From an optimization exercise on the open Yosys and OpenROAD flow, aimed at a short achievable clock period and few clock cycles; shortcuts taken in it are not production practice.
The RTL was checked by simulation tests, not by an equivalence proof against the original design.
Power figures rest on the tool's default switching activity, not on a simulated workload.

File: design/flow/config.mk
export PLATFORM = sky130hd
export DESIGN_NAME = reuleaux
export DESIGN_NICKNAME = reuleaux
export VERILOG_FILES = /design/flow/design.v
export SDC_FILE = /design/flow/constraint.sdc
export NUM_CORES = 4
export LEC_CHECK = 0
export ABC_CLOCK_PERIOD_IN_PS = 4000
export CAP_MARGIN = 20
export CORE_MARGIN = 2
export CORE_UTILIZATION = 40
export SLEW_MARGIN = 20
File: design/flow/constraint.sdc
create_clock -name core_clock -period 18.0 [get_ports {clk}]
set_input_delay 3.6000 -clock core_clock [delete_from_list [all_inputs] [get_ports {clk}]]
set_output_delay 3.6000 -clock core_clock [all_outputs]
set_load 0.01 [all_outputs]
File: design/flow/design.v
module reuleaux(input logic clk, input logic rst_n, input logic [2:0] colour,
                input logic [7:0] centre_x, input logic [6:0] centre_y, input logic [7:0] diameter,
                input logic start, output logic done,
                output logic [7:0] vga_x, output logic [6:0] vga_y,
                output logic [2:0] vga_colour, output logic vga_plot);
     localparam int F = 2;    
     logic [7:0] p_cx, p_d;
     logic [6:0] p_cy;
     logic [7:0] b_x1, b_x2, b_x3, b_y1;
     logic [7:0] ox, oy;
     logic signed [10:0] crit, c_a, c_b;
     logic stepping;
     logic act_r, first_r, eq_r;    
     logic more_r;                  
     logic [2:0][3:0][7:0] cx_r;
     logic [1:0][3:0][7:0] cy_r;
     logic clearing, ld, busy;
     logic [7:0] clr_x;
     logic [6:0] clr_y;
     logic [23:0] h_m;
     logic [7:0]  h_ox, h_oy;
     logic [23:0] f_m  [F];
     logic [7:0]  f_ox [F];
     logic [7:0]  f_oy [F];
     logic [0:0]  f_rd, f_wr;
     logic [3:0]  f_n;
     logic [7:0] n_x1, n_x2;
     logic [6:0] n_y1;
     always_comb begin
          n_x1 = p_cx + 8'((9'(p_d) + 9'd1) >> 1);
          n_x2 = p_cx - (p_d >> 1);
          n_y1 = p_cy + 7'(p_d * 7'd74);
     end
     logic act, adv, push, dec;
     logic [23:0] vis, m_step;
     logic [7:0] dup, dup2;
     logic [3:0][3:0] xeq, yeq;
     localparam logic [15:0] XT = {2'd0, 2'd2, 2'd3, 2'd1, 2'd1, 2'd3, 2'd2, 2'd0};
     localparam logic [15:0] YT = {2'd1, 2'd3, 2'd3, 2'd1, 2'd0, 2'd2, 2'd2, 2'd0};
     logic [7:0] ox_n, oy_n;
     always_comb begin
          act = stepping && act_r && more_r;
          adv = act && (f_n != 4'(F));
          dec = (crit > 0);
          ox_n = ox - 8'(dec);
          oy_n = oy + 8'd1;
          for (int k = 0; k < 3; k++) begin
               logic [7:0] xs [8];
               logic [7:0] ys [8];
               logic [7:0] lo, hi;
               logic r;
               r = (k == 2);
               xs[0] = cx_r[k][0]; ys[0] = cy_r[r][0];
               xs[1] = cx_r[k][2]; ys[1] = cy_r[r][2];
               xs[2] = cx_r[k][3]; ys[2] = cy_r[r][2];
               xs[3] = cx_r[k][1]; ys[3] = cy_r[r][0];
               xs[4] = cx_r[k][1]; ys[4] = cy_r[r][1];
               xs[5] = cx_r[k][3]; ys[5] = cy_r[r][3];
               xs[6] = cx_r[k][2]; ys[6] = cy_r[r][3];
               xs[7] = cx_r[k][0]; ys[7] = cy_r[r][1];
               lo = (k == 1) ? b_x3 : b_x2;
               hi = (k == 0) ? b_x3 : b_x1;
               for (int o = 0; o < 8; o++) begin
                    if (k == 2)
                         vis[8*k+o] = xs[o] < 8'd160 && ys[o] < 8'd120 && xs[o] >= lo && xs[o] <= hi
                                      && ys[o] >= b_y1;
                    else
                         vis[8*k+o] = xs[o] < 8'd160 && ys[o] < 8'd120 && xs[o] >= lo && xs[o] <= hi
                                      && ys[o] <= b_y1 && ys[o] >= 8'd23;
               end
          end
          for (int a = 0; a < 4; a++)
               for (int b = 0; b < 4; b++) begin
                    xeq[a][b] = (cx_r[0][a] == cx_r[1][b]);
                    yeq[a][b] = (cy_r[0][a] == cy_r[0][b]);
               end
          for (int o2 = 0; o2 < 8; o2++) begin
               logic any;
               any = 1'b0;
               for (int o1 = 0; o1 < 8; o1++)
                    any = any | (xeq[XT[2*o1 +: 2]][XT[2*o2 +: 2]] & yeq[YT[2*o1 +: 2]][YT[2*o2 +: 2]]);
               dup2[o2] = any && (cx_r[1][XT[2*o2 +: 2]] == b_x3) && (b_x2 <= b_x3);
          end
          dup = 8'd0;
          if (first_r) dup = dup | 8'b1101_0100;
          if (eq_r)    dup = dup | 8'b1010_1010;
          m_step = vis & ~{dup, dup | dup2, dup};
          push = adv && (m_step != 24'd0);
     end
     function automatic logic run_hits(input logic [7:0] s, input logic [7:0] len1,
                                       input logic [7:0] a, input logic [7:0] b);
          logic [7:0] d;
          d = a - s;
          run_hits = (a <= b) && ((a <= s && s <= b) || d <= len1);
     endfunction
     logic maybe;
     always_comb begin
          logic [7:0] len1, x1h, x2h, y12h;
          logic h0, h1, h2;
          len1 = ox - oy;
          x1h = (b_x3 < 8'd160) ? b_x3 : 8'd159;
          x2h = (b_x1 < 8'd160) ? b_x1 : 8'd159;
          y12h = (b_y1 < 8'd120) ? b_y1 : 8'd119;
          h0 = (run_hits(cx_r[0][2], len1, b_x2, x1h) || run_hits(cx_r[0][1], len1, b_x2, x1h))
               && (run_hits(cy_r[0][0], len1, 8'd23, y12h) || run_hits(cy_r[0][3], len1, 8'd23, y12h));
          h1 = (run_hits(cx_r[1][2], len1, b_x3, x2h) || run_hits(cx_r[1][1], len1, b_x3, x2h))
               && (run_hits(cy_r[0][0], len1, 8'd23, y12h) || run_hits(cy_r[0][3], len1, 8'd23, y12h));
          h2 = (run_hits(cx_r[2][2], len1, b_x2, x2h) || run_hits(cx_r[2][1], len1, b_x2, x2h))
               && (run_hits(cy_r[1][0], len1, b_y1, 8'd119) || run_hits(cy_r[1][3], len1, b_y1, 8'd119));
          maybe = first_r || h0 || h1 || h2;
     end
     always_ff @(posedge clk) more_r <= ld || maybe;
     always_ff @(posedge clk) begin
          if (ld) begin
               b_x1 <= n_x1; b_x2 <= n_x2; b_x3 <= p_cx; b_y1 <= {1'b0, n_y1};
               ox <= p_d;
               oy <= 8'd0;
               act_r <= 1'b1;
               first_r <= 1'b1;
               eq_r <= (p_d == 8'd0);
               crit <= 11'sd1 - 11'(p_d);
               c_a <= 11'sd3;
               c_b <= (p_d == 8'd0) ? -11'sd507 : 11'sd5 - 11'(2 * p_d);
               cx_r[0] <= {n_x1, n_x1, n_x2, n_x1 + p_d};
               cx_r[1] <= {n_x2, n_x2, n_x2 - p_d, n_x1};
               cx_r[2] <= {p_cx, p_cx, p_cx - p_d, p_cx + p_d};
               cy_r[0] <= {{1'b0, n_y1} - p_d, {1'b0, n_y1} + p_d, {1'b0, n_y1}, {1'b0, n_y1}};
               cy_r[1] <= {8'd23 - p_d, 8'd23 + p_d, 8'd23, 8'd23};
          end else if (adv) begin
               ox <= ox_n;
               oy <= oy_n;
               act_r <= (oy_n <= ox_n);
               first_r <= 1'b0;
               eq_r <= (ox_n == oy_n);
               crit <= crit + (dec ? c_b : c_a);
               c_a <= c_a + 11'sd2;
               c_b <= c_b + (dec ? 11'sd4 : 11'sd2);
               for (int k = 0; k < 3; k++) begin
                    cx_r[k][0] <= cx_r[k][0] - 8'(dec);
                    cx_r[k][1] <= cx_r[k][1] + 8'(dec);
                    cx_r[k][2] <= cx_r[k][2] + 8'd1;
                    cx_r[k][3] <= cx_r[k][3] - 8'd1;
               end
               for (int r = 0; r < 2; r++) begin
                    cy_r[r][0] <= cy_r[r][0] + 8'd1;
                    cy_r[r][1] <= cy_r[r][1] - 8'd1;
                    cy_r[r][2] <= cy_r[r][2] - 8'(dec);
                    cy_r[r][3] <= cy_r[r][3] + 8'(dec);
               end
          end
     end
     logic [23:0] ms, low_h, rest_h, low_l, rest_l;
     logic live, take_h, f_any, pop, byp;
     logic [7:0] e_x, e_y, l_x, l_y;
     always_comb begin
          f_any = (f_n != 4'd0);
          live = (h_m == 24'd0) && !f_any;
          low_h = h_m & (~h_m + 24'd1);
          rest_h = h_m & ~low_h;
          take_h = (rest_h == 24'd0);       
          pop = take_h && f_any;
          byp = take_h && !f_any;           
          ms = adv ? m_step : 24'd0;
          low_l = ms & (~ms + 24'd1);
          rest_l = ms & ~low_l;
          e_x = 8'd0; e_y = 8'd0; l_x = 8'd0; l_y = 8'd0;
          for (int k = 0; k < 3; k++) begin
               logic [7:0] c, cy;
               logic [7:0] xa, xb, xc, xd, ya, yb, yc, yd;
               logic r;
               r = (k == 2);
               c = (k == 0) ? b_x1 : (k == 1) ? b_x2 : b_x3;
               cy = (k == 2) ? 8'd23 : b_y1;
               xa = c + h_ox; xb = c - h_ox; xc = c + h_oy; xd = c - h_oy;
               ya = cy + h_oy; yb = cy - h_oy; yc = cy + h_ox; yd = cy - h_ox;
               e_x = e_x | ({8{low_h[8*k+0] | low_h[8*k+7]}} & xa) | ({8{low_h[8*k+3] | low_h[8*k+4]}} & xb)
                         | ({8{low_h[8*k+1] | low_h[8*k+6]}} & xc) | ({8{low_h[8*k+2] | low_h[8*k+5]}} & xd);
               e_y = e_y | ({8{low_h[8*k+0] | low_h[8*k+3]}} & ya) | ({8{low_h[8*k+4] | low_h[8*k+7]}} & yb)
                         | ({8{low_h[8*k+1] | low_h[8*k+2]}} & yc) | ({8{low_h[8*k+5] | low_h[8*k+6]}} & yd);
               l_x = l_x | ({8{low_l[8*k+0] | low_l[8*k+7]}} & cx_r[k][0]) | ({8{low_l[8*k+3] | low_l[8*k+4]}} & cx_r[k][1])
                         | ({8{low_l[8*k+1] | low_l[8*k+6]}} & cx_r[k][2]) | ({8{low_l[8*k+2] | low_l[8*k+5]}} & cx_r[k][3]);
               l_y = l_y | ({8{low_l[8*k+0] | low_l[8*k+3]}} & cy_r[r][0]) | ({8{low_l[8*k+4] | low_l[8*k+7]}} & cy_r[r][1])
                         | ({8{low_l[8*k+1] | low_l[8*k+2]}} & cy_r[r][2]) | ({8{low_l[8*k+5] | low_l[8*k+6]}} & cy_r[r][3]);
          end
          if (live) begin
               e_x = l_x; e_y = l_y;
          end
     end
     always_ff @(posedge clk) begin
          if (live) begin
               h_m <= rest_l; h_ox <= ox; h_oy <= oy;
          end else if (take_h) begin
               if (f_any) begin
                    h_m <= f_m[f_rd]; h_ox <= f_ox[f_rd]; h_oy <= f_oy[f_rd];
               end else begin
                    h_m <= ms; h_ox <= ox; h_oy <= oy;
               end
          end else begin
               h_m <= rest_h;
          end
          if (adv) begin
               f_m[f_wr] <= m_step; f_ox[f_wr] <= ox; f_oy[f_wr] <= oy;
          end
     end
     always_ff @(posedge clk) begin
          if (clearing) begin
               p_cx <= 8'd80; p_cy <= 7'd60; p_d <= 8'd80;
          end else if (!busy_n) begin
               p_cx <= centre_x; p_cy <= centre_y; p_d <= diameter;
          end
     end
     always_ff @(posedge clk) begin
          vga_colour <= clearing ? 3'd0 : colour;
          if (clearing) begin
               vga_x <= clr_x; vga_y <= clr_y;
          end else begin
               vga_x <= e_x; vga_y <= e_y[6:0];
          end
     end
     logic rst_q;
     always_ff @(posedge clk) rst_q <= rst_n;
     logic busy_n, fin;
     always_comb fin = busy && !ld && !act && f_n == 4'd0 && h_m == 24'd0;
     always_ff @(posedge clk) begin
          if (!rst_n || !rst_q) begin
               done <= 1'b0;
               busy_n <= 1'b1;
          end else if (!busy_n && start) begin
               done <= 1'b0;
               busy_n <= 1'b1;
          end else if (fin) begin
               done <= 1'b1;
               busy_n <= 1'b0;
          end
     end
     always_ff @(posedge clk) begin
          if (!rst_q) begin
               vga_plot <= 1'b0;
               clearing <= 1'b1;
               clr_x <= 8'd0;
               clr_y <= 7'd0;
               ld <= 1'b0;
               busy <= 1'b0;
               stepping <= 1'b0;
               f_n <= 4'd0;
               f_rd <= 1'd0;
               f_wr <= 1'd0;
          end else begin
               vga_plot <= clearing || (live ? (ms != 24'd0) : (h_m != 24'd0));
               f_n <= f_n + 4'(push && !byp) - 4'(pop);
               if (push && !byp) f_wr <= f_wr + 1'd1;
               if (pop) f_rd <= f_rd + 1'd1;
               if (clearing) begin
                    if (clr_y == 7'd119) begin
                         clr_y <= 7'd0;
                         clr_x <= clr_x + 8'd1;
                         if (clr_x == 8'd159) begin
                              clearing <= 1'b0;
                              ld <= 1'b1;
                              busy <= 1'b1;
                         end
                    end else begin
                         clr_y <= clr_y + 7'd1;
                    end
               end
               if (!busy_n && start) begin
                    ld <= 1'b1;
                    busy <= 1'b1;
               end
               if (ld) begin
                    ld <= 1'b0;
                    stepping <= 1'b1;
               end else if (stepping && !act) begin
                    stepping <= 1'b0;
               end
               if (fin)
                    busy <= 1'b0;
          end
     end
endmodule
File: design/flow/flow/run.sh
#!/bin/bash
set -euo pipefail
MARGIN=$(cat flow/margin.txt 2>/dev/null || echo 13.5)
bash standard.sh SETUP_SLACK_MARGIN=$MARGIN PRE_DETAIL_PLACE_TCL=$(pwd)/flow/outflops.tcl finish > flow_make.log 2>&1
File: design/flow/flow/margin.txt
13.5
File: design/flow/flow/outflops.tcl
# Before detailed placement: move the flip-flop that drives each output port's
# buffer next to that buffer, so the flop's output wire is short. Detailed
# placement then legalizes the moved cells.
set block [ord::get_db_block]
set moved 0
foreach bterm [$block getBTerms] {
  if {[$bterm getIoType] != "OUTPUT"} { continue }
  set net [$bterm getNet]
  if {$net == "NULL"} { continue }
  set buf ""
  foreach it [$net getITerms] { if {[$it isOutputSignal]} { set buf [$it getInst] } }
  if {$buf == ""} { continue }
  set in_net ""
  foreach it [$buf getITerms] { if {[$it isInputSignal]} { set in_net [$it getNet] } }
  if {$in_net == "" || $in_net == "NULL"} { continue }
  set ff ""
  set nload 0
  foreach it [$in_net getITerms] {
    if {[$it isOutputSignal]} { set ff [$it getInst] } else { incr nload }
  }
  if {$ff == "" || $nload != 1} { continue }
  if {![[$ff getMaster] isSequential]} { continue }
  set loc [$buf getLocation]
  $ff setLocation [lindex $loc 0] [lindex $loc 1]
  incr moved
}
puts "outflops: moved $moved flip-flops next to their output buffers"
File: design/flow/standard.sh
#!/bin/bash
# synth_recipe.tcl (not shown) runs the flow's synth.tcl, then flattens the netlist and writes it again
# the make line also repeats each setting of config.mk as NAME=value (left out here)
make -C /OpenROAD-flow-scripts/flow DESIGN_CONFIG=/design/flow/config.mk WORK_HOME=/design/flow/orfs CLKGATE_MAP_FILE= SYNTH_SCRIPT=/design/flow/synth_recipe.tcl "${@:-finish}"
==> impl_metrics.toml, run 1 <==
[clock_tree]
cts.sinks = 433
clock_path_buffers = 3
cts_tree = "built"
htreeDepth = 2
cts-root-buf = "clkbuf_16"
path_clk_slew_ns = 0.06
cts_inserted_buffers = 53
ctsHoldBuffers = 0
worstSkewPairLatency_ns = 0.67

[global_routing]
grt_max_degree = 101
grtUsageTotal_pct = 31.1
antenna_found_initial = 9
grt_pass1_vias = 38059
grt-ovfl-total = 0
grt_pass1_wl_mm = 259

[synth]
synth_async_sr_flop_share_pct = 0
synth-seq-cells = 433
post_synth.cell_area_avg_um2 = 8.87
yosysWarnings = 7
ys_types = 112
synth_flop_cell = "edfxtp_1"
syn_nets = 5698
syn_inst = 4947
syn-cell-area_um2 = 43900
synth_edf_count = 299
synth_seq_area_share_pct = 26.6

[floorplan]
die_h_um = 335
fp.coreArea_um2 = 109000
die_w_um = 335
boundaryPins = 49
start_util_pct = 40.3
rows = 121
die-area_um2 = 112000

[run_status]
status = "complete, no violations"

[route]
drcViolationCount = 0
post_drt_wl_per_cell_um = 27.5
wl_mm = 181
via_count = 40900
vias_per_cell = 6.22
initialDrtViolationCount = 4340
final_antenna_net_count = 0
first_pass_iters = 8

[setup_path]
path_cells = "buf_6"
timing.rr.start = "cy_r[18]$_DFFE_PP_"
critPathMaxFanout = 2
path_class = "reg -> out"
arrival_ns = 1.13
critical_path.slowest_cell = "dfxtp_2"
ff2ff_setup_slack_ns = 13.48
cpPeakStageDelay_ns = 0.35
cp_top_family = "flip-flops"
crit_path_end_kind = "output port"
cp.buffers_inverters = 1
critPathRequiredTime_ns = 14.40
startpoint_type = "register"
critPathLaunch = "done$_SDFFE_PP0P_"

[place]
post-dp-hpwl_mm = 134
gp_congestion = 1.06
port_buffers = 48
dpl.cell_count = 6293

[pwr]
leakagePower_nw = 20.7
p_sw_mw = 1.51
power.internal_mw = 2.29
pwr-share-comb_pct = 37.3
peakVddDrop_mv = 0.0875
clkPwrFrac_pct = 30.0
seq_power_share_pct = 32.7
p_per_area_nw_per_um2 = 75.3
switching_share_pct = 39.8

[timing]
drv_slew = 0
fin_setup_tns_ns = 0
skew_ns = 0.0429
min_period_ns = 4.73
post-route-period-util_pct = 26.3
rsz0062_at_grt = "true"
tightest_slew_ns = 1.29
slew_headroom_pct = 13.5
setup_viol = 0
fmax_mhz = 211
hold_viol_final = 0

[cells_and_area]
layout.nets = 5868
fillers = 10418
syn_to_final_growth_pct = 14.9
finalNonFillerCells = 6576
layout-drive-gt1-share_pct = 11.9

[run]
drv_cap = 0

[hold_path]
hp-start = "busy$_SDFFE_PP0P_"
hp-class = "reg -> reg"
-- per-layer routing --
layer | GRT usage [%] | up-vias | part of all wire, %
li1 | - | 18547 | -
met1 | 41.4 | 19683 | 42
met2 | 46.9 | 2140 | 42
met3 | 5.76 | 522 | 9.6
met4 | 18.6 | 8 | 6.6
met5 | 0 | - | 0.030
-- logic make-up (layout without fill, tap and decap cells) --
family | Yosys count | in the layout | share of synthesized area [%]
simple gates | 1357 | 1358 | 15.7
compound gates | 1314 | 1314 | 19.4
fa+ha+maj | 726 | 726 | 21.3
xor+xnor | 512 | 512 | 10.2
buf+inv | 504 | 717 | 4.52
flops | 433 | 433 | 26.6
mux | 101 | 101 | 2.35
other cells | 0 | 1 | 0
-- layout by cell type, fill, tap and decap left out, types with 45 or more instances in the layout --
cell type and count:
o21ai_0 226, o21bai_1 58, buf_4 257, nor2_1 372, inv_1 279, nand2b_1 54, dfxtp_1 116, a21oi_1 426
clkbuf_16 58, mux2i_1 84, ha_1 682, a21o_1 119, nor3_1 77, nand4_1 116, xor2_1 190, xnor2_1 320
o21a_1 45, nor2b_1 59, nand2_1 272, edfxtp_1 299, nand3_1 116
-- Yosys cell counts, drive strengths merged, types with 9 or more instances --
library cell / instances / area share (%)
clkbuf: 166 / 1.4
o31ai: 14 / 0.24
and4: 14 / 0.29
and2: 21 / 0.31
a22oi: 34 / 0.58
nor3b: 12 / 0.21
nand2b: 55 / 0.78
nand4b: 9 / 0.21
fa: 37 / 1.7
mux2: 17 / 0.44
a221oi: 27 / 0.54
nor2: 376 / 3.2
nand4: 117 / 1.7
a221o: 35 / 0.80
o21ai: 253 / 2.9
o22ai: 32 / 0.46
and3: 39 / 0.56
buf: 42 / 0.57
o21a: 46 / 0.79
mux2i: 84 / 1.9
or4: 14 / 0.25
o221ai: 13 / 0.26
ha: 685 / 20
a211oi: 36 / 0.63
o32ai: 9 / 0.20
a21boi: 18 / 0.31
a21o: 120 / 2.1
a31oi: 31 / 0.46
dfxtp: 134 / 6.1
nand3: 122 / 1.4
a2111oi: 21 / 0.58
inv: 294 / 2.5
o211ai: 41 / 0.73
a22o: 20 / 0.40
o21bai: 58 / 0.99
edfxtp: 299 / 20
xor2: 191 / 3.8
a21oi: 438 / 5.0
or2: 18 / 0.26
nor2b: 59 / 0.84
nor4: 52 / 0.80
xnor2: 321 / 6.4
nor3: 96 / 1.1
or3: 43 / 0.62
nand2: 279 / 2.4
-- what timing repair did --
action                     4_1_cts  5_1_grt
buffers inserted               101       79
cloned                           1        2
resized for setup              218      125
setup endpoints to repair       54       43
pin swaps                       19       40
-- registers in the layout (all words and copies together), names as in the netlist, 10 cells and up, named ones only --
register / count
c_a: 10
c_b: 10
crit: 11
cx_r: 96
cy_r: 64
f_m: 48
f_ox: 16
f_oy: 16
h_m: 24
-- area by class of cell --
cell class	count	area [um^2]	share of cell area [%]
clock buffers	74	1570	3.12
inverters	296	1150	2.29
clock inverters	25	246	0.489
flip-flops and latches	433	11700	23.2
multi-input cells	4011	31400	62.2
repair buffers	322	2640	5.23
diodes	1	2.50	0.00496
well taps	1414	1770	3.51
-- worst reg2reg max path, stage by stage (launching register included) --
cell	delay [ns]
edfxtp_1	0.71
ha_1	0.36
nand4_1	0.15
a2bb2oi_1	0.50
or3_1	0.24
or2_4	0.18
o32ai_4	0.10
buf_4	0.16
o21ai_4	0.29
nand4_4	0.14
buf_12	0.16
buf_12	0.12
nor3_4	0.27
a21oi_2	0.14
ha_1	0.25
fa_1	0.39
xnor2_1	0.17
nor2_1	0.05
-- power groups by stage --
stage	clock (mW)	combinational [mW]	sequential, mW
3_5_place_dp	0	1.34	1.26
5_1_grt	1.19	1.53	1.24
4_1_cts	1.16	1.37	1.23
6_report	1.14	1.42	1.24
2_1_floorplan	0	0.957	1.19
3_3_place_gp	0	1.33	1.26
-- worst paths after layout --
| path | endpoint | cells after the start |
|---|---|---|
| min | busy$_SDFFE_PP0P_ | 2 |
| max reg2reg | f_n[2]$_SDFF_PN0_ | 17 |
| max | done | 1 |
| min reg2reg | busy$_SDFFE_PP0P_ | 2 |
-- metrics by stage --
stage                     setup WS, ns  hold slack, ns  total power, mW  utilization [%]  area (um^2)
final                            13.27           0.465             3.80             46.3        50400
after floorplan                  13.51           0.406             2.14                -        43900
after global placement           12.43           0.442             2.59             42.3        46000
after CTS                        13.22           0.473             3.76             45.2        49200
after detailed placement         11.86           0.459             2.60             42.3        46000
after global routing             13.23           0.500             3.96             46.3        50400
Testbench counts, summed over its fixed seeds: cycles 24,845.
==> inputs of run 2 (changes only) <==
--- a/design/flow/design.v
+++ b/design/flow/design.v
@@ -236,4 +236,9 @@
      always_ff @(posedge clk) begin
+          if (!rst_n || !rst_q)
+               vga_plot <= 1'b0;
+          else
+               vga_plot <= clearing || (live ? (ms != 24'd0) : (h_m != 24'd0));
+     end
+     always_ff @(posedge clk) begin
           if (!rst_q) begin
-               vga_plot <= 1'b0;
                clearing <= 1'b1;
@@ -248,3 +253,2 @@
           end else begin
-               vga_plot <= clearing || (live ? (ms != 24'd0) : (h_m != 24'd0));
                f_n <= f_n + 4'(push && !byp) - 4'(pop);
==> impl_metrics.toml, run 2 <==
[timing]
post-route-period-util_pct = 26.2
whs_ns = 0.483
slew_headroom_pct = 13.4
fmax_mhz = 212
min_period_ns = 4.72
setup_viol = 0
hold_viol_final = 0
drv_slew = 0
fin_setup_tns_ns = 0
skew_ns = 0.0262
rsz0062_at_grt = "true"
tightest_slew_ns = 1.29

[setup_path]
cp.buffers_inverters = 1
arrival_ns = 1.12
path_class = "reg -> out"
critPathMaxFanout = 2
path_cells = "buf_6"
critical_path.slowest_cell = "dfxtp_2"
critPathRequiredTime_ns = 14.40
ff2ff_setup_slack_ns = 13.41
startpoint_type = "register"
cp_top_family = "flip-flops"
rr_worst_depth = 16
cp.depth = 1
cpPeakStageDelay_ns = 0.36
crit_path_end_kind = "output port"

[clock_tree]
ctsHoldBuffers = 0
worstSkewPairLatency_ns = 0.67
cts_tree = "built"
cts_inserted_buffers = 53
htreeDepth = 2
cts-root-buf = "clkbuf_16"
cts.sinks = 433
path_clk_slew_ns = 0.06
clock_path_buffers = 3

[cells_and_area]
fillers = 10358
regArea_um2 = 11700
layout.nets = 5808
largest_register_ffs = 96
syn_to_final_growth_pct = 15.7
final_cell_mix = "684 x ha_1, 426 x a21oi_1, 346 x xnor2_1, 338 x nor2_1, 299 x edfxtp_1"
top_regs = "cx_r (96), cy_r (64), f_m (48)"
multiInputGateArea_um2 = 30700
layout-drive-gt1-share_pct = 13.2
fin_util_pct = 46.7
largest_register = "cx_r"
finalNonFillerCells = 6505
final_common_cell = "ha_1"

[synth]
syn_nets = 5596
syn_inst = 4844
synth-seq-cells = 433
synth_async_sr_flop_share_pct = 0
synthTopCellsByCount = "686 x ha_1, 437 x a21oi_1, 350 x nor2_1"
post_synth.cell_area_avg_um2 = 8.95
ys_types = 101
synth_area_leader_cell = "edfxtp_1"
synth.top_cell.area_share_pct = 20.7
syn-cell-area_um2 = 43400
ys_top_cells_by_area = "edfxtp_1 21%, ha_1 20%, xnor2_1 7.0%"
synth_seq_area_share_pct = 26.9
yosysMostFrequentCell = "ha_1"
yosysWarnings = 7
synth_edf_count = 299
synth_flop_cell = "edfxtp_1"

[pwr]
total_power_mw = 2.22
seq_power_share_pct = 47.5
p_sw_uw = 496
leakagePower_nw = 20.9
p_per_area_nw_per_um2 = 44.2
peakVddDrop_mv = 0.0712
clkPwrFrac_pct = 51.9
pwr-share-comb_pct = 0.6
power.internal_mw = 1.72
switching_share_pct = 22.4

[place]
dpl.cell_count = 6161
port_buffers = 48
gp_congestion = 0.991
post-dp-hpwl_mm = 131

[route]
initialDrtViolationCount = 4101
via_count = 39522
final_antenna_net_count = 0
wl_mm = 176
first_pass_iters = 6
drcViolationCount = 0
vias_per_cell = 6.08
post_drt_wl_per_cell_um = 27.1

[floorplan]
rows = 120
start_util_pct = 40.4
die-area_um2 = 111000
boundaryPins = 49
fp.coreArea_um2 = 107000
die_h_um = 333
die_w_um = 333

[hold_path]
hp-class = "reg -> reg"
min_path_cells = 2

[global_routing]
grt_max_degree = 94
grtUsageTotal_pct = 30.8
antenna_found_initial = 15
grt_pass1_wl_mm = 254
grt_pass1_vias = 37695
grt-ovfl-total = 0

[run]
drv_cap = 0

[run_status]
status = "complete, no violations"
[run 2: cell count changes after synthesis, sizes merged, moves of 26 or more]
cell    change
nor3       -26
clkbuf     -35
nand2      -37
buf        +35
[run 2: power groups by stage]
stage               combinational (mW)  clock, mW  sequential [mW]
finish                          0.0122       1.15             1.05
global route                    0.0131       1.19             1.05
CTS                             0.0119       1.16             1.05
detailed placement              0.0124          0             1.08
global placement                0.0117          0             1.08
floorplan                      0.00280          0             1.07
[run 2: repair_timing]
item	in CTS	in global routing
endpoints found under the setup margin	56	42
gates cloned	0	1
gates resized for setup	195	117
buffers inserted	150	92
pin swaps	13	38
[run 2: stage by stage]
stage,setup slack [ns],instance area (um^2)
detailed placement,12.24,45400
global placement,12.66,45400
global route,13.26,50200
finish,13.28,50200
CTS,13.25,48900
floorplan,13.51,43400
[run 2: final timing paths]
path                         from              endpoint
min          p_cy[4]$_SDFFE_PP1N_  p_cy[4]$_SDFFE_PP1N_
max             done$_SDFFE_PP0P_                  done
min reg2reg  p_cy[4]$_SDFFE_PP1N_  p_cy[4]$_SDFFE_PP1N_
max reg2reg     b_y1[6]$_DFFE_PP_      vga_x[7]$_DFF_P_
[run 2: kinds of logic after synthesis]
group           share of synthesized area, %
simple gates                            14.6
xor+xnor                                10.3
flops                                   26.9
mux                                     2.45
compound gates                          19.6
fa+ha+maj                               21.6
buf+inv                                 4.60
[run 2: layout make-up]
class                      instances  area share [%]
antenna                            2         0.00998
sequential                       433            23.3
clock inverter                    32           0.703
tap                             1403            3.50
clock buffer                      67            2.95
timing repair buffer             364            6.01
inverter                         296            2.35
multi-input combinational       3908            61.2
[run 2: routing by layer]
metal | GRT usage, % | vias to the layer above | part of all wire (%)
li1 | - | 18237 | -
met1 | 40.7 | 19018 | 42
met2 | 47.8 | 1788 | 44
met3 | 5.60 | 467 | 8.7
met4 | 16.2 | 12 | 5.8
met5 | 0 | - | 0.11
Testbench counts of run 2, summed over its fixed seeds: cycles 24,845.
==> inputs of run 3 (changes only) <==
--- a/design/flow/flow/outflops.tcl
+++ b/design/flow/flow/outflops.tcl
@@ -20,3 +20,4 @@
   }
-  if {$ff == "" || $nload != 1} { continue }
+  # the buffer, and at most one more load (a flop's own hold or enable mux)
+  if {$ff == "" || $nload > 2} { continue }
   if {![[$ff getMaster] isSequential]} { continue }
==> impl_metrics.toml, run 3 <==
[pwr]
power.internal_mw = 1.72
p_sw_uw = 497
seq_power_share_pct = 47.5
switching_share_pct = 22.4
leakagePower_nw = 20.8
p_per_area_nw_per_um2 = 44.3
pwr-share-comb_pct = 0.6
clkPwrFrac_pct = 52.0
peakVddDrop_mv = 0.0711

[run_status]
status = "complete, no violations"

[clock_tree]
path_clk_slew_ns = 0.07
cts-root-buf = "clkbuf_16"
cts.sinks = 433
worstSkewPairLatency_ns = 0.67
htreeDepth = 2
clock_path_buffers = 3
ctsHoldBuffers = 0
cts_tree = "built"
cts_inserted_buffers = 53

[place]
post-dp-hpwl_mm = 131
pre_cts_ws_ns = 12.22
gp_congestion = 0.991
port_buffers = 48

[global_routing]
antenna_found_initial = 15
grtUsageTotal_pct = 31.0
grt_pass1_wl_mm = 256
grt-ovfl-total = 0
grt_max_degree = 94
grt_pass1_vias = 37738

[synth]
ys_top_cells_by_area = "edfxtp_1 21%, ha_1 20%, xnor2_1 7.0%"
post_synth.cell_area_avg_um2 = 8.95
synth_area_leader_cell = "edfxtp_1"
yosysWarnings = 7
yosysMostFrequentCell = "ha_1"
synth_edf_count = 299
synth_seq_area_share_pct = 26.9
syn_inst = 4844
synthTopCellsByCount = "686 x ha_1, 437 x a21oi_1, 350 x nor2_1"
synth.top_cell.area_share_pct = 20.7
syn-cell-area_um2 = 43400
syn_nets = 5596
synth_async_sr_flop_share_pct = 0
synth-seq-cells = 433
synth_flop_cell = "edfxtp_1"
ys_types = 101

[timing]
min_period_ns = 4.71
drv_slew = 0
rsz0062_at_grt = "true"
fmax_mhz = 212
skew_ns = 0.0361
tightest_slew_ns = 1.20
hold_viol_final = 0
fin_setup_tns_ns = 0
post-route-period-util_pct = 26.2
slew_headroom_pct = 19.4
setup_viol = 0
final_critical_path_setup_slack_ns = 13.29

[route]
first_pass_iters = 6
final_antenna_net_count = 0
drcViolationCount = 0
via_count = 39603
wl_mm = 176
initialDrtViolationCount = 4133
vias_per_cell = 6.09
post_drt_wl_per_cell_um = 27.1

[setup_path]
path_cells = "buf_2"
critPathMaxFanout = 1
startpoint_type = "register"
cpPeakStageDelay_ns = 0.31
path_class = "reg -> out"
critPathRequiredTime_ns = 14.40
cp.buffers_inverters = 1
arrival_ns = 1.11
crit_path_end_kind = "output port"
cp_top_family = "flip-flops"
critical_path.slowest_cell = "dfxtp_1"

[cells_and_area]
final_cell_mix = "682 x ha_1, 428 x a21oi_1, 346 x xnor2_1, 340 x nor2_1, 299 x edfxtp_1"
top_regs = "cx_r (96), cy_r (64), f_m (48)"
largest_register = "cx_r"
layout.nets = 5801
syn_to_final_growth_pct = 15.4
largest_register_ffs = 96
layout-drive-gt1-share_pct = 12.9
final_common_cell = "ha_1"
fin_util_pct = 46.6

[hold_path]
hp-class = "reg -> reg"

[floorplan]
boundaryPins = 49
fp.coreArea_um2 = 107000
die-area_um2 = 111000
die_h_um = 333
rows = 120
start_util_pct = 40.4
die_w_um = 333

[run]
drv_cap = 0
[run 3: cell families after synthesis]
group           share of synthesized area [%]
compound gates                           19.6
buf+inv                                  4.60
simple gates                             14.6
flops                                    26.9
xor+xnor                                 10.3
mux                                      2.45
fa+ha+maj                                21.6
[run 3: layout make-up]
type | instances | area [um^2]
Fill cell | 10311 | 57300
Multi-Input combinational cell | 3907 | 30700
Sequential cell | 433 | 11700
Timing Repair Buffer | 358 | 2950
Tap cell | 1403 | 1760
Clock buffer | 71 | 1460
Inverter | 296 | 1170
Clock inverter | 29 | 374
Antenna cell | 1 | 2.50
[run 3: routing by layer]
layer | wire [um] | vias to the layer above | global-route usage [%] | part of all wire, %
met3 | 15400 | 485 | 6.62 | 8.7
met4 | 9990 | 10 | 15.0 | 5.7
met2 | 77100 | 1758 | 48.6 | 44
met5 | 65 | - | 0 | 0.037
met1 | 73800 | 19129 | 40.4 | 42
li1 | - | 18221 | - | -
[run 3: worst paths after layout]
check	start	end	slack, ns	depth (start not counted)
hold / removal	p_cy[4]$_SDFFE_PP1N_	p_cy[4]$_SDFFE_PP1N_	0.48	2
setup reg to reg	cy_r[2]$_DFFE_PP_	vga_x[6]$_DFF_P_	13.52	14
setup / recovery	vga_x[1]$_DFF_P_	vga_x[1]	13.29	1
hold reg to reg	p_cy[4]$_SDFFE_PP1N_	p_cy[4]$_SDFFE_PP1N_	0.48	2
[run 3: power by group through the flow]
stage | clock network, mW | logic, mW | registers (mW)
finish | 1.15 | 0.0123 | 1.05
global route | 1.20 | 0.0132 | 1.05
CTS | 1.17 | 0.0119 | 1.05
detailed placement | 0 | 0.0123 | 1.08
global placement | 0 | 0.0117 | 1.08
floorplan | 0 | 0.00280 | 1.07
[run 3: stage by stage]
step	power [mW]	instance area (um^2)	hold WS [ns]	instances
CTS	2.23	49000	0.490	6432
floorplan	1.08	43400	0.406	4844
global placement	1.09	45400	0.468	6161
finish	2.22	50100	0.484	6498
global route	2.27	50100	0.518	6498
detailed placement	1.09	45400	0.473	6161
[run 3: what timing repair did]
action                                 4_1_cts  5_1_grt
setup endpoints to repair                   56       42
gates resized for setup                    193      116
endpoints found under the hold margin        0        0
pin swaps                                   14       34
buffers inserted                           171       65
==> inputs of run 4 (changes only) <==
==> design/flow/flow/margin.txt (replaced) <==
13.8
==> impl_metrics.toml, run 4 <==
[run_status]
status = "complete, no violations"

[floorplan]
die_h_um = 333
boundaryPins = 49
fp.coreArea_um2 = 107000
rows = 120
die-area_um2 = 111000
die_w_um = 333
start_util_pct = 40.4

[timing]
tightest_slew_ns = 1.15
post-route-period-util_pct = 26.2
setup_viol = 0
fin_setup_tns_ns = 0
slew_headroom_pct = 20.9
min_period_ns = 4.71
final_critical_path_setup_slack_ns = 13.29
skew_ns = 0.0337
drv_slew = 0
rsz0062_at_grt = "true"
hold_viol_final = 0
fmax_mhz = 212

[synth]
synth-simple-area-share_pct = 14.6
synth_top_family_by_area = "adder cells"
synth_flop_cell = "edfxtp_1"
synth_edf_count = 299
post_synth.cell_area_avg_um2 = 8.95
synthMuxAreaShare_pct = 2.45
synth_fa_ha_area_share_pct = 21.6
synth.top_cell.area_share_pct = 20.7
syn-cell-area_um2 = 43400
syn_nets = 5596
synthTopCellsByCount = "686 x ha_1, 437 x a21oi_1, 350 x nor2_1"
synth_compound_area_share_pct = 19.5
synth_seq_area_share_pct = 26.9
syn_inst = 4844
synth-seq-cells = 433
synth_xor_area_share_pct = 10.3
ys_types = 101
ys_top_cells_by_area = "edfxtp_1 21%, ha_1 20%, xnor2_1 7.0%"
synth_area_leader_cell = "edfxtp_1"
yosysMostFrequentCell = "ha_1"
synth_async_sr_flop_share_pct = 0
yosysWarnings = 7

[clock_tree]
cts.sinks = 433
clock_path_buffers = 3
cts_inserted_buffers = 54
cts-root-buf = "clkbuf_16"
cts_tree = "built"
worstSkewPairLatency_ns = 0.67
htreeDepth = 2
path_clk_slew_ns = 0.06
ctsHoldBuffers = 0

[setup_path]
startpoint_type = "register"
rr_endpoint = "f_n[2]$_SDFF_PN0_"
ff2ff_setup_slack_ns = 13.55
rr_worst_depth = 16
critPathMaxFanout = 2
path_cells = "buf_6"
path_class = "reg -> out"
critical_path.slowest_cell = "dfxtp_2"
arrival_ns = 1.11
critPathRequiredTime_ns = 14.40
cp_top_family = "flip-flops"
crit_path_end_kind = "output port"
cp.buffers_inverters = 1
timing.rr.start = "cx_r[8]$_DFFE_PP_"
cpPeakStageDelay_ns = 0.35
critPathLaunch = "done$_SDFFE_PP0P_"

[route]
vias_per_cell = 6.11
post_drt_wl_per_cell_um = 27.0
wl_mm = 179
drcViolationCount = 0
first_pass_iters = 6
initialDrtViolationCount = 4266
via_count = 40512
final_antenna_net_count = 0

[run]
drv_cap = 0

[place]
gp_congestion = 1.00
pre_cts_ws_ns = 12.29
port_buffers = 48
post-dp-hpwl_mm = 130

[global_routing]
grtUsageTotal_pct = 31.3
antenna_found_initial = 16
grt_pass1_wl_mm = 259
grt_max_degree = 111
grt_pass1_vias = 38644
grt-ovfl-total = 0

[cells_and_area]
fillers = 10119
syn_to_final_growth_pct = 19.8
layout-drive-gt1-share_pct = 16.7
final_cell_mix = "673 x ha_1, 414 x a21oi_1, 384 x buf_4, 343 x xnor2_1, 334 x nor2_1"
multiInputGateArea_um2 = 31300
largest_register_ffs = 96
final_common_cell = "ha_1"
top_regs = "cx_r (96), cy_r (64), f_m (48)"
layout.nets = 5934
regArea_um2 = 11700
largest_register = "cx_r"

[hold_path]
min_path_cells = 2
min_to = "p_cy[3]$_SDFFE_PP1N_"
hp-start = "p_cy[3]$_SDFFE_PP1N_"
hp-class = "reg -> reg"

[pwr]
p_per_area_nw_per_um2 = 42.5
peakVddDrop_mv = 0.0809
leakagePower_nw = 21.7
==> run 4: cell counts after synthesis <==
Identical to the previous run, type by type.
==> run 4: how the worst max path moves through the flow <==
stage	endpoint	slack, ns	cells after the start
after floorplan	f_n[2]$_SDFF_PN0_	13.55	17
final	done	13.29	1
after global placement	f_n[2]$_SDFF_PN0_	12.63	16
after CTS	done	13.26	1
after global routing	done	13.25	1
after detailed placement	vga_x[3]$_DFF_P_	12.29	13
==> run 4: through the flow <==
step / area, um^2 / std cells / utilization, % / hold slack [ns] / power [mW]
3_5_place_dp: 45300 / 6156 / 42.2 / 0.480 / 1.09
4_1_cts: 50400 / 6536 / 47.0 / 0.499 / 2.22
3_3_place_gp: 45300 / 6156 / 42.2 / 0.471 / 1.09
5_1_grt: 52000 / 6631 / 48.4 / 0.531 / 2.26
2_1_floorplan: 43400 / 4844 / - / 0.406 / 1.08
6_report: 52000 / 6633 / 48.4 / 0.497 / 2.21
==> run 4: layer usage <==
metal  up-vias  global-route usage (%)  routed length [um]
met4         6                    16.3               11100
met2      1951                    48.8               78100
met1     19583                    41.0               73600
met3       500                    6.08               16400
met5         -                       0                  34
li1      18472                       -                   -
==> run 4: area by class of cell <==
cell class	instances	area share, %
Inverter	296	2.28
Clock buffer	73	2.87
Multi-Input combinational cell	3907	60.3
Tap cell	1403	3.38
Clock inverter	29	0.679
Sequential cell	433	22.5
Timing Repair Buffer	490	7.99
Antenna cell	2	0.00963
==> run 4: kinds of logic (layout without fill, tap and decap cells) <==
logic type | count (synthesis) | count (layout)
multiplexers | 104 | 104
adder cells (fa/ha/maj) | 727 | 727
AND/OR/NAND/NOR | 1242 | 1242
flip-flops | 433 | 433
buffers and inverters | 504 | 888
AO/OA/AOI/OAI | 1322 | 1322
other | 0 | 2
XOR/XNOR | 512 | 512
==> run 4: timing repair <==
item,in CTS,in global routing
pin swaps,55,97
gates resized for setup,314,163
buffers inserted,278,95
gates cloned,0,0
endpoints found under the setup margin,61,44
==> run 4: power by group <==
group          internal, mW  total (mW)  switching [mW]
Combinational       0.00761      0.0121         0.00445
Clock                 0.670        1.14           0.471
Sequential             1.05        1.05         0.00211
Total                  1.73        2.21           0.478

==> static timing again, ports no longer ideal <==
The flow's constraints put no driver on any port. The routed layouts listed below were extracted and timed again, unchanged, in two steps. Step 1 (the two cells are an assumption about what drives the block):
set clk [get_ports {clk}]
set_driving_cell -lib_cell sky130_fd_sc_hd__clkbuf_16 $clk
set_driving_cell -lib_cell sky130_fd_sc_hd__buf_2 [delete_from_list [all_inputs] $clk]
Step 2 also shifts input and output timing later by t, the mid clock arrival at the registers, as if the neighbouring blocks saw the same clock. a / b / c = ideal ports / drivers / drivers and shift; a / b = the first two.
run	t (ns)	slack for setup (ns)	worst slew at a driven data input, ns	pins driven straight from the clock port
run 1	0.728	13.272 / 13.196 / 13.200	0.05	1
run 2	0.728	13.279 / 13.211 / 13.247	0.07	1
run 3	0.726	13.293 / 13.224 / 13.212	0.08	1
run 4	0.723	13.286 / 13.214 / 13.213	0.09	1
After both steps setup and hold are still met in every run listed. The setup slack of run 3, which loses most, moves by -0.069 ns with the drivers and by -0.081 ns with both steps.
